From an optimization exercise on the open Yosys and OpenROAD flow, aimed at small area; shortcuts taken in it are not production practice.
Only simulation tests tie the RTL to the original design; equivalence was not proved.

`design/flow/config.mk`:
```
export PLATFORM = sky130hd
export DESIGN_NAME = rx_descrambler
export DESIGN_NICKNAME = rx_descrambler
export VERILOG_FILES = /design/flow/design.v
export SDC_FILE = /design/flow/constraint.sdc
export NUM_CORES = 4
export LEC_CHECK = 0
export CAP_MARGIN = 20
export CORE_MARGIN = 2
export CORE_UTILIZATION = 40
export SLEW_MARGIN = 20
export SYNTH_HIERARCHICAL = 1
```
`design/flow/constraint.sdc`:
```
create_clock -name core_clock -period 12.0 [get_ports {clk}]
set_input_delay 2.4000 -clock core_clock [delete_from_list [all_inputs] [get_ports {clk}]]
set_output_delay 2.4000 -clock core_clock [all_outputs]
set_load 0.01 [all_outputs]
```
`design/flow/design.v`:
```
module rx_descrambler (
	input  wire         clk,
	input  wire         rst_n,
	input  wire [2:0]   gen,
	input  wire         turn_off,
	input  wire [7:0]   rx_valid,
	input  wire [7:0]   rx_start_block,
	input  wire [23:0]  rx_status,
	input  wire [15:0]  rx_sync_header,
	input  wire [255:0] rx_data,
	input  wire [31:0]  rx_datak,
	output wire [7:0]   out_valid,
	output wire [15:0]  out_sync_header,
	output wire [255:0] out_data,
	output wire [31:0]  out_datak
);
	localparam [22:0] SEQ12 = 23'h0017ff;
	localparam [183:0] SEQ3 = {23'h58ea9c, 23'h27a1a0, 23'h7f4b3c, 23'h0f6d40,
	                           23'h70267c, 23'h3c718c, 23'h4c57f0, 23'h14bd6c};
	wire mA = (gen == 3'd1);
	wire mB = (gen == 3'd2);
	wire mC = (gen == 3'd3);
	wire mD = (gen == 3'd4) | (gen == 3'd5);
	wire m12 = mA | mB;
	wire den0 = mA | mB | mC | mD;
	wire den1 = mB | mC;
	reg started;
	always @(posedge clk or negedge rst_n)
		if (!rst_n) started <= 1'b0;
		else started <= 1'b1;
	genvar i;
	generate
		for (i = 0; i < 8; i = i + 1) begin : lane
			reg [22:0] S_q;		 
			reg [7:0] h0, h1;	 
			reg df_q, ef_q, de_q;	 
			wire [22:0] S_n;
			wire [7:0] h0_n, h1_n;
			wire df_n, ef_n, de_n;
			always @(posedge clk)
				S_q <= S_n;
			always @(posedge clk or negedge rst_n)
				if (!rst_n) begin
					h0 <= 8'h00;
					h1 <= 8'h00;
					df_q <= 1'b0;
					ef_q <= 1'b0;
					de_q <= 1'b0;
				end else begin
					h0 <= h0_n;
					h1 <= h1_n;
					df_q <= df_n;
					ef_q <= ef_n;
					de_q <= de_n;
				end
			rx_lane #(.SEQ3(SEQ3[23*i +: 23]), .SEQ12(SEQ12)) u (
				.started(started), .turn_off(turn_off),
				.mA(mA), .mB(mB), .mC(mC), .mD(mD), .m12(m12), .den0(den0), .den1(den1),
				.rx_valid(rx_valid[i]), .rx_start_block(rx_start_block[i]),
				.rx_status(rx_status[3*i +: 3]), .rx_sync_header(rx_sync_header[2*i +: 2]),
				.rx_data(rx_data[32*i +: 32]), .rx_datak(rx_datak[4*i +: 4]),
				.S_q(S_q), .h0(h0), .h1(h1), .df_q(df_q), .ef_q(ef_q), .de_q(de_q),
				.S_n(S_n), .h0_n(h0_n), .h1_n(h1_n), .df_n(df_n), .ef_n(ef_n), .de_n(de_n),
				.out_valid(out_valid[i]), .out_sync_header(out_sync_header[2*i +: 2]),
				.out_data(out_data[32*i +: 32]), .out_datak(out_datak[4*i +: 4]));
		end
	endgenerate
endmodule
module kx2 (input wire a, input wire b, output wire y);
	assign y = a ^ b;
endmodule
module kstream3 (input wire [22:0] s, output wire [54:0] o);
	wire [36:0] c;
	wire [33:0] g;
	wire [31:0] t;
	assign o[22:0] = s;
	genvar j;
	generate
		for (j = 0; j < 37; j = j + 1) begin : gc
			kx2 x(.a(o[j]), .b(o[j+16]), .y(c[j]));
		end
		for (j = 2; j < 34; j = j + 1) begin : gg
			kx2 x(.a(o[j]), .b(o[j+6]), .y(g[j]));
		end
		for (j = 0; j < 32; j = j + 1) begin : go
			kx2 x1(.a(c[j]), .b(c[j+5]), .y(t[j]));
			kx2 x2(.a(t[j]), .b(g[j+2]), .y(o[j+23]));
		end
	endgenerate
	assign g[1:0] = 2'b00;
endmodule
module kstream12 (input wire [15:0] s, output wire [31:0] p);
	wire [19:4] e;
	wire [15:0] t;
	assign p[15:0] = s;
	genvar j;
	generate
		for (j = 0; j < 16; j = j + 1) begin : gp
			kx2 xe(.a(p[j+4]), .b(p[j+5]), .y(e[j+4]));
			kx2 x1(.a(p[j]), .b(p[j+3]), .y(t[j]));
			kx2 x2(.a(t[j]), .b(e[j+4]), .y(p[j+16]));
		end
	endgenerate
endmodule
module rx_lane #(parameter [22:0] SEQ3 = 23'h0, parameter [22:0] SEQ12 = 23'h0) (
	input  wire        started,
	input  wire        turn_off,
	input  wire        mA, mB, mC, mD, m12, den0, den1,
	input  wire        rx_valid,
	input  wire        rx_start_block,
	input  wire [2:0]  rx_status,
	input  wire [1:0]  rx_sync_header,
	input  wire [31:0] rx_data,
	input  wire [3:0]  rx_datak,
	input  wire [22:0] S_q,
	input  wire [7:0]  h0, h1,
	input  wire        df_q, ef_q, de_q,
	output wire [22:0] S_n,
	output wire [7:0]  h0_n, h1_n,
	output wire        df_n, ef_n, de_n,
	output wire        out_valid,
	output wire [1:0]  out_sync_header,
	output wire [31:0] out_data,
	output wire [3:0]  out_datak
);
	wire z;
	wire [3:0] en;
	wire hs0, hs1;
	lane_ctl ctl(.turn_off(turn_off), .started(started), .mB(mB), .mC(mC), .m12(m12), .den0(den0), .den1(den1),
		.rx_valid(rx_valid), .rx_start_block(rx_start_block), .rx_status(rx_status), .rx_sync_header(rx_sync_header),
		.rx_data(rx_data), .rx_datak(rx_datak), .df_q(df_q), .ef_q(ef_q), .de_q(de_q),
		.df_n(df_n), .ef_n(ef_n), .de_n(de_n), .z(z), .en(en), .hs0(hs0), .hs1(hs1),
		.out_valid(out_valid), .out_sync_header(out_sync_header), .out_datak(out_datak));
	wire [22:0] s;
	seed_gate #(.SEQ3(SEQ3), .SEQ12(SEQ12)) sg(.S_q(S_q), .z(z), .m12(m12), .s(s));
	wire [54:0] o;	 
	wire [31:0] p;	 
	kstream3 k3(.s(s), .o(o));
	kstream12 k12(.s(s[15:0]), .p(p));
	state_next sn(.o(o[54:23]), .s(s[22:8]), .p(p[31:16]), .mA(mA), .mB(mB), .mC(mC), .mD(mD), .S_n(S_n));
	hold_byte b0(.d(rx_data[7:0]), .o(o[7:0]), .h(h0), .hs(hs0), .en(en[0]), .den(den0), .h_n(h0_n), .out(out_data[7:0]));
	hold_byte b1(.d(rx_data[15:8]), .o(o[15:8]), .h(h1), .hs(hs1), .en(en[1]), .den(den1), .h_n(h1_n), .out(out_data[15:8]));
	key_byte b2(.d(rx_data[23:16]), .o(o[23:16]), .en(en[2]), .den(mC), .out(out_data[23:16]));
	key_byte b3(.d(rx_data[31:24]), .o(o[31:24]), .en(en[3]), .den(mC), .out(out_data[31:24]));
endmodule
module seed_gate #(parameter [22:0] SEQ3 = 23'h0, parameter [22:0] SEQ12 = 23'h0) (
	input wire [22:0] S_q, input wire z, input wire m12, output wire [22:0] s);
	wire [22:0] seed = m12 ? SEQ12 : SEQ3;
	assign s = z ? seed : S_q;
endmodule
module state_next (input wire [54:23] o, input wire [22:8] s, input wire [31:16] p,
	input wire mA, mB, mC, mD, output wire [22:0] S_n);
	assign S_n = mC ? o[54:32] :
	             mD ? {o[30:23], s[22:8]} :
	             mB ? {o[30:24], p[31:16]} :
	                  {o[30:24], p[23:16], s[15:8]};
endmodule
module hold_byte (input wire [7:0] d, input wire [7:0] o, input wire [7:0] h, input wire hs, input wire en, input wire den,
	output wire [7:0] h_n, output wire [7:0] out);
	assign h_n = hs ? h : o;
	assign out = den ? (d ^ (en ? h_n : 8'h00)) : 8'h00;
endmodule
module key_byte (input wire [7:0] d, input wire [7:0] o, input wire en, input wire den, output wire [7:0] out);
	assign out = den ? (d ^ (en ? o : 8'h00)) : 8'h00;
endmodule
module lane_ctl (
	input  wire        turn_off, started, mB, mC, m12, den0, den1,
	input  wire        rx_valid,
	input  wire        rx_start_block,
	input  wire [2:0]  rx_status,
	input  wire [1:0]  rx_sync_header,
	input  wire [31:0] rx_data,
	input  wire [3:0]  rx_datak,
	input  wire        df_q, ef_q, de_q,
	output wire        df_n, ef_n, de_n,
	output wire        z,
	output wire [3:0]  en,
	output wire        hs0, hs1,
	output wire        out_valid,
	output wire [1:0]  out_sync_header,
	output wire [3:0]  out_datak
);
	localparam [7:0] COM = 8'hBC, SKP = 8'h1C, TS1 = 8'h1E, TS2 = 8'h2D, EIEOS = 8'h00;
	wire [1:0] sh = rx_start_block ? rx_sync_header : 2'b00;
	assign out_valid = (rx_status == 3'd0) & rx_valid;
	assign out_sync_header = sh;
	assign out_datak = rx_datak & {mC, mC, den1, den0};
	wire [7:0] d0 = rx_data[7:0], d1 = rx_data[15:8], d2 = rx_data[23:16], d3 = rx_data[31:24];
	wire com = (d0 == COM) | (mB & (d1 == COM));
	wire pr12 = turn_off | com;
	assign hs0 = m12 & ~turn_off & (d0 == SKP);
	assign hs1 = m12 & ~turn_off & (d1 == SKP);
	wire [3:0] t1 = {mC & (d3 == TS1), mC & (d2 == TS1), mC & (d1 == TS1), d0 == TS1};
	wire [3:0] t2 = {mC & (d3 == TS2), mC & (d2 == TS2), mC & (d1 == TS2), d0 == TS2};
	wire any1 = |t1, any2 = |t2;
	wire eie = (d0 == EIEOS) | (mC & ((d1 == EIEOS) | (d2 == EIEOS) | (d3 == EIEOS)));
	wire isOs = (sh == 2'b10);
	wire isData = (sh == 2'b01) | ((sh[1] == sh[0]) & df_q);
	wire isIn = ~isOs & ~isData;
	wire [3:0] de = isData ? 4'hF :
	                isIn ? {4{de_q}} :
	                any1 ? ~t1 : any2 ? ~t2 : 4'h0;
	assign ef_n = isOs ? (~any1 & ~any2 & eie) : (isIn & ef_q);
	wire pr3 = isIn & ef_q;
	assign df_n = (sh == 2'b01) | (df_q & ~isOs);
	assign de_n = |de;
	wire pr = m12 ? pr12 : pr3;
	assign z = pr | ~started;
	assign en = m12 ? (~rx_datak & {4{~turn_off}}) : de;
endmodule
```
`design/flow/run.sh`:
```
#!/bin/bash
# synth_recipe.tcl (not shown) runs the flow's synth.tcl, then flattens the netlist and writes it again
# the make line also repeats each setting of config.mk as NAME=value (left out here)
make -C /OpenROAD-flow-scripts/flow DESIGN_CONFIG=/design/flow/config.mk WORK_HOME=/design/flow/orfs CLKGATE_MAP_FILE= SYNTH_SCRIPT=/design/flow/synth_recipe.tcl finish
```
==> flow_summary.ini <==
[floorplanning]
die_h_um = 331
core-area_um2 = 107000
die_width_um = 331
io_pins = 662
fp.dieArea_um2 = 110000
start_util = 0.402
core.rowCount = 120

[sta]
report.final.slew_viol_count = 0
hold_viol = 0
final-setup-viol-count = 97
tightestPinTransition_ns = 1.14
relSlewSlack = 0.217
fin_worst_skew_ns = 0.0402
finalHoldWorstSlack_ns = 0.498
setup_repair_after_global_routing_missed_its_margin = yes
min_period_ns = 15.99
min_period_over_period = 1.33
final_worst_setup_slack_ns = -3.99
max_freq_mhz = 62.5
fin_setup_tns_ns = -187.49

[clock_tree]
tritoncts.num_buffers = 47
cts.sinks = 337
clock_tree_from_tritoncts = yes
ctsLongestPathBuffers = 3
hold_buffers = 0
clock_pin_slew_worst_setup_and_hold_paths_ns = 0.06
cts_htree_levels = 2
worst_skew_pair.late_latency_ns = 0.66
ctsRootBufferMaster = sky130_fd_sc_hd__clkbuf_16

[drt]
detailroute.via_count = 46600
drt_first_pass_iters = 6
wire_per_inst_um = 22.6
detailedRoute.firstIterationViolations = 3757
detail-route-antenna-nets = 0
post-route-drc-count = 0
vias_per_cell = 5.30
drt-total-wl_mm = 199

[setup_path]
crit_path_largest_cell_delay_ns = 0.32
cpMostUsedCell = sky130_fd_sc_hd__xor2_1
worstSetupEndpoint = lane[2].S_q[21]
r2r_end = lane[2].S_q[21]
setup.worst_path.class = in -> reg
cell_with_the_biggest_individual_delay_on_the_critical_path = sky130_fd_sc_hd__xor2_2
worst_r2r_path_depth = 56
reg2reg_slack_ns = -1.84
r2r_startpoint = lane[2].df_q
worst_setup_path_startpoint = gen[1]
critical_path_required_ns = 12.51
cp-end-kind = flip-flop
worst_path_arrival_ns = 16.51
start_kind = input port
worstPathMaxFanout = 4

[yosys]
ys_warn_count = 7
syn_nets = 5306
netlist_instances = 4940
postSynthAreaPerCell_um2 = 8.68
syn_area_um2 = 42900

[placement]
io_buffers = 661
placement_stage_cell_area_um2 = 57100
numPlacedInstances = 7614
detailed_place_hpwl_mm = 130
detailedPlace.worstSlack_ns = -4.16
gpl.final_weighted_congestion = 0.967

[final_layout]
areaGrowthSynthToFinish_pct = 63.7
filler_cell_count = 8076
area_occupied_by_registers_um2 = 7510
fin_area_um2 = 70200
multi_input_area_um2 = 36000
finish.utilization = 0.658
final_layout_size_suffix_gt1_frac = 0.427
layout.nets = 7712
final_cells = 8792

[flow_run]
max_cap_violations = 0

[run_status]
run_status = failed layout checks
layout.failed_checks = negative setup slack

[grt]
via_count_of_the_first_global_routing_pass = 46400
overflow = 0
number_of_antenna_violations_at_the_first_check_in_global_routing = 12
grt_first_pass_wirelength_mm = 280
pin_count_of_the_biggest_net_entering_global_routing = 91
grt.total_usage = 0.327

[worst_hold_path]
holdCritPathClass = reg -> reg
==> worst min-delay path by stage <==
stage                        startpoint             to  depth (start not counted)  slack [ns]
after detailed placement   lane[2].df_q   lane[2].df_q                          1        0.47
after global placement     lane[7].df_q   lane[7].df_q                          1        0.46
after global routing      lane[2].h1[7]  lane[2].h1[7]                          1        0.50
after floorplan            lane[0].df_q   lane[0].df_q                          1        0.45
final                     lane[0].h1[3]  lane[0].h1[3]                          1        0.50
after CTS                 lane[7].h0[3]  lane[7].h0[3]                          1        0.50
==> cells in the final DEF (no fill, tap or decap), drive strengths merged, types with 17 or more instances in the layout <==
| cell type | count |
|---|---|
| nor2 | 81 |
| nor3b | 64 |
| o21ai | 113 |
| or2 | 44 |
| nor2b | 81 |
| o311ai | 64 |
| and3 | 24 |
| mux2i | 322 |
| nand2b | 182 |
| dlygate4sd2 | 43 |
| nand4bb | 64 |
| mux2 | 184 |
| dfrtp | 153 |
| and4bb | 24 |
| nand3 | 40 |
| clkbuf | 77 |
| o211ai | 24 |
| a31oi | 40 |
| nand2 | 688 |
| nor4 | 40 |
| buf | 2050 |
| a21oi | 25 |
| a211oi | 64 |
| dfxtp | 184 |
| or2b | 96 |
| and2 | 33 |
| and2b | 26 |
| xor2 | 1448 |
| clkdlybuf4s50 | 587 |
| inv | 212 |
| nand4 | 40 |
| nor4bb | 40 |
| o21a | 17 |
| nor3 | 33 |
==> flip-flops by register name, indices dropped and copies added (netlist names) <==
signal / cells
lane.S_q: 184
lane.de_q: 8
lane.df_q: 8
started: 1
lane.h0: 64
lane.ef_q: 8
lane.h1: 64
==> what timing repair did <==
item	CTS	global route
buffers inserted	895	240
gates resized for setup	439	285
endpoints found under the setup margin	89	108
gates cloned	4	0
pin swaps	735	703
==> metal layers <==
layer | track usage | vias up | part of all wire | routed length [um]
met5 | 0 | - | 0.00033 | 66
met4 | 0.152 | 10 | 0.062 | 12300
met3 | 0.0605 | 717 | 0.075 | 14900
met2 | 0.547 | 2349 | 0.47 | 93600
met1 | 0.406 | 22700 | 0.39 | 78100
li1 | - | 20800 | - | -
==> critical path, delay by kind of cell <==
kind	cells	cell delay [ns]
and+or+nand+nor	4	0.42
AOI/OAI and AO/OA	3	0.63
muxes	1	0.26
xor gates and xnor gates	48	11.81
buffers and inverters	7	0.93
==> final cells by class <==
cell class | count | area share
Inverter | 211 | 0.0113
Tap cell | 1403 | 0.0250
Sequential cell | 337 | 0.107
Clock buffer | 72 | 0.0203
Clock inverter | 15 | 0.00271
Antenna cell | 5 | 0.000178
Timing Repair Buffer | 2710 | 0.321
Multi-Input combinational cell | 4039 | 0.512

## re-timing with driven ports
Ports are ideal in the flow. The routed layout listed here was re-timed in OpenROAD.
Step 1 sets driving cells, clkbuf_16 on the clock port and buf_2 on the other inputs (assumed; they add their load-dependent delay and slew).
Step 2 also shifts input and output timing later by t, the mid clock arrival at the registers, as if the neighbouring blocks saw the same clock.
Three values: no drivers, after step 1, after step 2; two values: the first two.
t, ns: 0.710
setup WS [ns]: -3.994 / -3.952 / -4.662
worst setup path after step 2: input to register
clock arrival spread, ns: 0.043 / 0.042
cell pins on the clock port's net: 1
The setup slack of this run moves by +0.042 ns with the drivers and by -0.668 ns with both steps.
